Source: an optimization exercise on an open RTL-to-GDS flow (aim: small area, a short achievable clock period and few clock cycles per item). Production flows keep margins and buffers that such runs may drop. Where RTL was checked, it was by simulation tests only, not by an equivalence proof against the original.

## job 104
## skinny_top
module skinny_top (
   output [127:0] cipher_o,
   output reg     done_o,
   input  [127:0] input_i, key_i, tweak1_i, tweak2_i,
   input          clk_i, rst_i, start_i
   ) ;
   reg [127:0] state, tk1, tk2, tk3;
   reg [5:0]   rc;
   wire [127:0] s  [0:2];
   wire [127:0] t1 [0:2];
   wire [127:0] t2 [0:2];
   wire [127:0] t3 [0:2];
   wire [5:0]   c  [0:2];
   assign cipher_o = state;
   assign s[0] = state;
   assign t1[0] = tk1;
   assign t2[0] = tk2;
   assign t3[0] = tk3;
   assign c[0] = rc;
   genvar g;
   generate for (g = 0; g < 2; g = g + 1) begin : rnd
      skinny_round r (.so(s[g+1]), .si(s[g]), .t1(t1[g]), .t2(t2[g]), .t3(t3[g]), .rc(c[g]));
      skinny_tks ts (.t1o(t1[g+1]), .t2o(t2[g+1]), .t3o(t3[g+1]), .t1(t1[g]), .t2(t2[g]), .t3(t3[g]));
      assign c[g+1] = {c[g][4:0], c[g][5]^c[g][4]^1'b1};
   end endgenerate
   localparam NCP = 8;
   reg [NCP-1:0] idle, busy;
   wire last = (rc == 6'h2d);
   always @(posedge clk_i) begin
      if (!rst_i) begin
         done_o <= 1'b1;
         rc <= 6'h01;
      end else if (start_i) begin
         done_o <= 1'b0;
         rc <= 6'h01;
      end else begin
         rc <= c[2];
         if (last) done_o <= 1'b1;
      end
   end
   always @(posedge clk_i) begin
      idle <= {NCP{~rst_i}} | ({NCP{~start_i}} & (idle | {NCP{last}}));
      busy <= {NCP{rst_i}} & ({NCP{start_i}} | (busy & {NCP{~last}}));
   end
   wire [127:0] run, idl;
   genvar j;
   generate for (j = 0; j < 128; j = j + 1) begin : sel
      assign run[j] = busy[j/16];
      assign idl[j] = idle[j/16];
   end endgenerate
   wire [127:0] nxt = (run & s[2]) | (idl & state);
   always @(posedge clk_i) begin
      state <= start_i ? input_i : nxt;
   end
   always @(posedge clk_i) begin
      tk1 <= (idl & tweak1_i) | (run & t1[2]);
      tk2 <= (idl & tweak2_i) | (run & t2[2]);
      tk3 <= (idl & key_i)    | (run & t3[2]);
   end
endmodule
==> module skinny_top, before the edit <==
module skinny_top (
   output [127:0] cipher_o,
   output reg     done_o,
   input  [127:0] input_i, key_i, tweak1_i, tweak2_i,
   input          clk_i, rst_i, start_i
   ) ;
   reg [127:0] state, tk1, tk2, tk3;
   reg [5:0]   rc;
   wire [127:0] s  [0:2];
   wire [127:0] t1 [0:2];
   wire [127:0] t2 [0:2];
   wire [127:0] t3 [0:2];
   wire [5:0]   c  [0:2];
   assign cipher_o = state;
   assign s[0] = state;
   assign t1[0] = tk1;
   assign t2[0] = tk2;
   assign t3[0] = tk3;
   assign c[0] = rc;
   genvar g;
   generate for (g = 0; g < 2; g = g + 1) begin : rnd
      skinny_round r (.so(s[g+1]), .si(s[g]), .t1(t1[g]), .t2(t2[g]), .t3(t3[g]), .rc(c[g]));
      skinny_tks ts (.t1o(t1[g+1]), .t2o(t2[g+1]), .t3o(t3[g+1]), .t1(t1[g]), .t2(t2[g]), .t3(t3[g]));
      assign c[g+1] = {c[g][4:0], c[g][5]^c[g][4]^1'b1};
   end endgenerate
   localparam NCP = 8;
   reg [NCP-1:0] idle, busy;
   wire last = (rc == 6'h2d);
   always @(posedge clk_i) begin
      if (!rst_i) begin
         done_o <= 1'b1;
         rc <= 6'h01;
      end else if (start_i) begin
         done_o <= 1'b0;
         rc <= 6'h01;
      end else begin
         rc <= c[2];
         if (last) done_o <= 1'b1;
      end
   end
   always @(posedge clk_i) begin
      idle <= {NCP{~rst_i}} | ({NCP{~start_i}} & (idle | {NCP{last}}));
      busy <= {NCP{rst_i}} & ({NCP{start_i}} | (busy & {NCP{~last}}));
   end
   wire [127:0] run, idl;
   genvar j;
   generate for (j = 0; j < 128; j = j + 1) begin : sel
      assign run[j] = busy[j/16];
      assign idl[j] = idle[j/16];
   end endgenerate
   wire [127:0] nxt = (run & s[2]) | (idl & state);
   always @(posedge clk_i) begin
      state <= start_i ? input_i : nxt;
   end
   always @(posedge clk_i) begin
      tk1 <= (idl & tweak1_i) | (run & t1[2]);
      tk2 <= (idl & tweak2_i) | (run & t2[2]);
      tk3 <= (idl & key_i)    | (run & t3[2]);
   end
endmodule
export LEC_CHECK = 0
export ABC_AREA = 1
export CAP_MARGIN = 20
export CORE_MARGIN = 2
export CORE_UTILIZATION = 60
export SLEW_MARGIN = 20
create_clock -name core_clock -period 10.0 [get_ports {clk_i}]
standard.sh (not shown) runs the stock make flow with config.mk's settings and CLKGATE_MAP_FILE= SYNTH_SCRIPT=/design/flow/synth_recipe.tcl, a recipe that flattens the netlist after the stock synthesis.
==> flow/flow/run.sh <==
#!/bin/bash
set -euo pipefail
export BUFFER_PORTS_ARGS="-buffer_cell sky130_fd_sc_hd__buf_1"
export MY_ABC_SCRIPT="$PWD/flow/abc_map.script"
bash standard.sh SYNTH_SCRIPT="$PWD/flow/my_synth.tcl" SETUP_SLACK_MARGIN=6.5 finish > make_finish.log 2>&1
==> flow/flow/abc_map.script <==
strash
dch
map -B 0.9 -D 4500
topo
stime -c
buffer -c
upsize -c
dnsize -c
==> flow/flow/my_synth.tcl <==
proc synth {args} { yosys synth -nofsm -noshare {*}$args }
# Same as the standard flow's synthesis script, except that ABC's mapping script can be replaced
# by the file named in MY_ABC_SCRIPT.
proc abc {args} {
  if {[info exists ::env(MY_ABC_SCRIPT)] && $::env(MY_ABC_SCRIPT) ne ""} {
    set i [lsearch -exact $args -script]
    if {$i >= 0} { lset args [expr {$i + 1}] $::env(MY_ABC_SCRIPT) }
  }
  yosys abc {*}$args
}
source $::env(SCRIPTS_DIR)/synth.tcl
# left out here: clear keep_hierarchy, flatten, clean up, hide names made inside functions, write 1_2_yosys.v
Job 104 reached the final stage; the timing, DRC and antenna checks on its layout passed.
Changes in job 103 relative to job 104:
--- a/flow/design.v
+++ b/flow/design.v
@@ -5,8 +5,9 @@
    input          clk_i, rst_i, start_i
    ) ;
    reg [127:0] state, tk1, tk2, tk3;
    reg [5:0]   rc;
+   reg         busy;    
    wire [127:0] s  [0:2];
    wire [127:0] t1 [0:2];
    wire [127:0] t2 [0:2];
    wire [127:0] t3 [0:2];
@@ -22,41 +23,35 @@
       skinny_round r (.so(s[g+1]), .si(s[g]), .t1(t1[g]), .t2(t2[g]), .t3(t3[g]), .rc(c[g]));
       skinny_tks ts (.t1o(t1[g+1]), .t2o(t2[g+1]), .t3o(t3[g+1]), .t1(t1[g]), .t2(t2[g]), .t3(t3[g]));
       assign c[g+1] = {c[g][4:0], c[g][5]^c[g][4]^1'b1};
    end endgenerate
-   localparam NCP = 8;
-   reg [NCP-1:0] idle, busy;
-   wire last = (rc == 6'h2d);
    always @(posedge clk_i) begin
       if (!rst_i) begin
          done_o <= 1'b1;
+         busy <= 1'b0;
          rc <= 6'h01;
       end else if (start_i) begin
          done_o <= 1'b0;
+         busy <= 1'b1;
          rc <= 6'h01;
       end else begin
          rc <= c[2];
-         if (last) done_o <= 1'b1;
+         if (rc == 6'h2d) begin
+            done_o <= 1'b1;
+            busy <= 1'b0;
+         end
       end
    end
-   always @(posedge clk_i) begin
-      idle <= {NCP{~rst_i}} | ({NCP{~start_i}} & (idle | {NCP{last}}));
-      busy <= {NCP{rst_i}} & ({NCP{start_i}} | (busy & {NCP{~last}}));
-   end
-   wire [127:0] run, idl;
-   genvar j;
-   generate for (j = 0; j < 128; j = j + 1) begin : sel
-      assign run[j] = busy[j/16];
-      assign idl[j] = idle[j/16];
-   end endgenerate
-   wire [127:0] nxt = (run & s[2]) | (idl & state);
+   wire [127:0] run  = {128{busy}};
+   wire [127:0] idle = {128{done_o}};
+   wire [127:0] nxt = (run & s[2]) | (idle & state);
    always @(posedge clk_i) begin
       state <= start_i ? input_i : nxt;
    end
    always @(posedge clk_i) begin
-      tk1 <= (idl & tweak1_i) | (run & t1[2]);
-      tk2 <= (idl & tweak2_i) | (run & t2[2]);
-      tk3 <= (idl & key_i)    | (run & t3[2]);
+      tk1 <= (idle & tweak1_i) | (run & t1[2]);
+      tk2 <= (idle & tweak2_i) | (run & t2[2]);
+      tk3 <= (idle & key_i)    | (run & t3[2]);
    end
 endmodule
 module skinny_round (
    output [127:0] so,
--- outcome ---
Sequential fraction of the synthesis area, job 103 and job 104: lower on job 103
After synthesis and placement, the instance count of job 103 is below that of job 104.
Setup slack after layout was higher in job 104 than in job 103.
Testbench counts of job 103, summed over its fixed seeds: cycles 5,384, items 256.
For job 104, only the layout was checked, not whether the RTL still works.

[re-timing with driven ports]
The results above use ideal ports. As a check the final layouts listed here were re-extracted and re-timed, cells and wires unchanged.
Step 1 (the two cells are an assumption about what drives the block):
set clk [get_ports {clk_i}]
set_driving_cell -lib_cell sky130_fd_sc_hd__clkbuf_16 $clk
set_driving_cell -lib_cell sky130_fd_sc_hd__buf_2 [delete_from_list [all_inputs] $clk]
Step 2 times the ports against the registers' clock, not the clock port: input delays grow and output delays shrink by t, the midpoint of the rising clock arrivals with the driver on.
Slacks: no drivers / after step 1 / after step 2; pairs: no drivers / after step 1.
run	t, ns	slack for setup (ns)	pins driven straight from the clock port
job 104	0.676	6.486 / 6.486 / 5.963	1
job 103	0.691	6.425 / 6.425 / 5.954	1
After both steps every run listed still meets setup and hold. For job 104, which loses most, drivers alone change the setup slack by 0.000 ns; drivers and shift together by -0.523 ns.
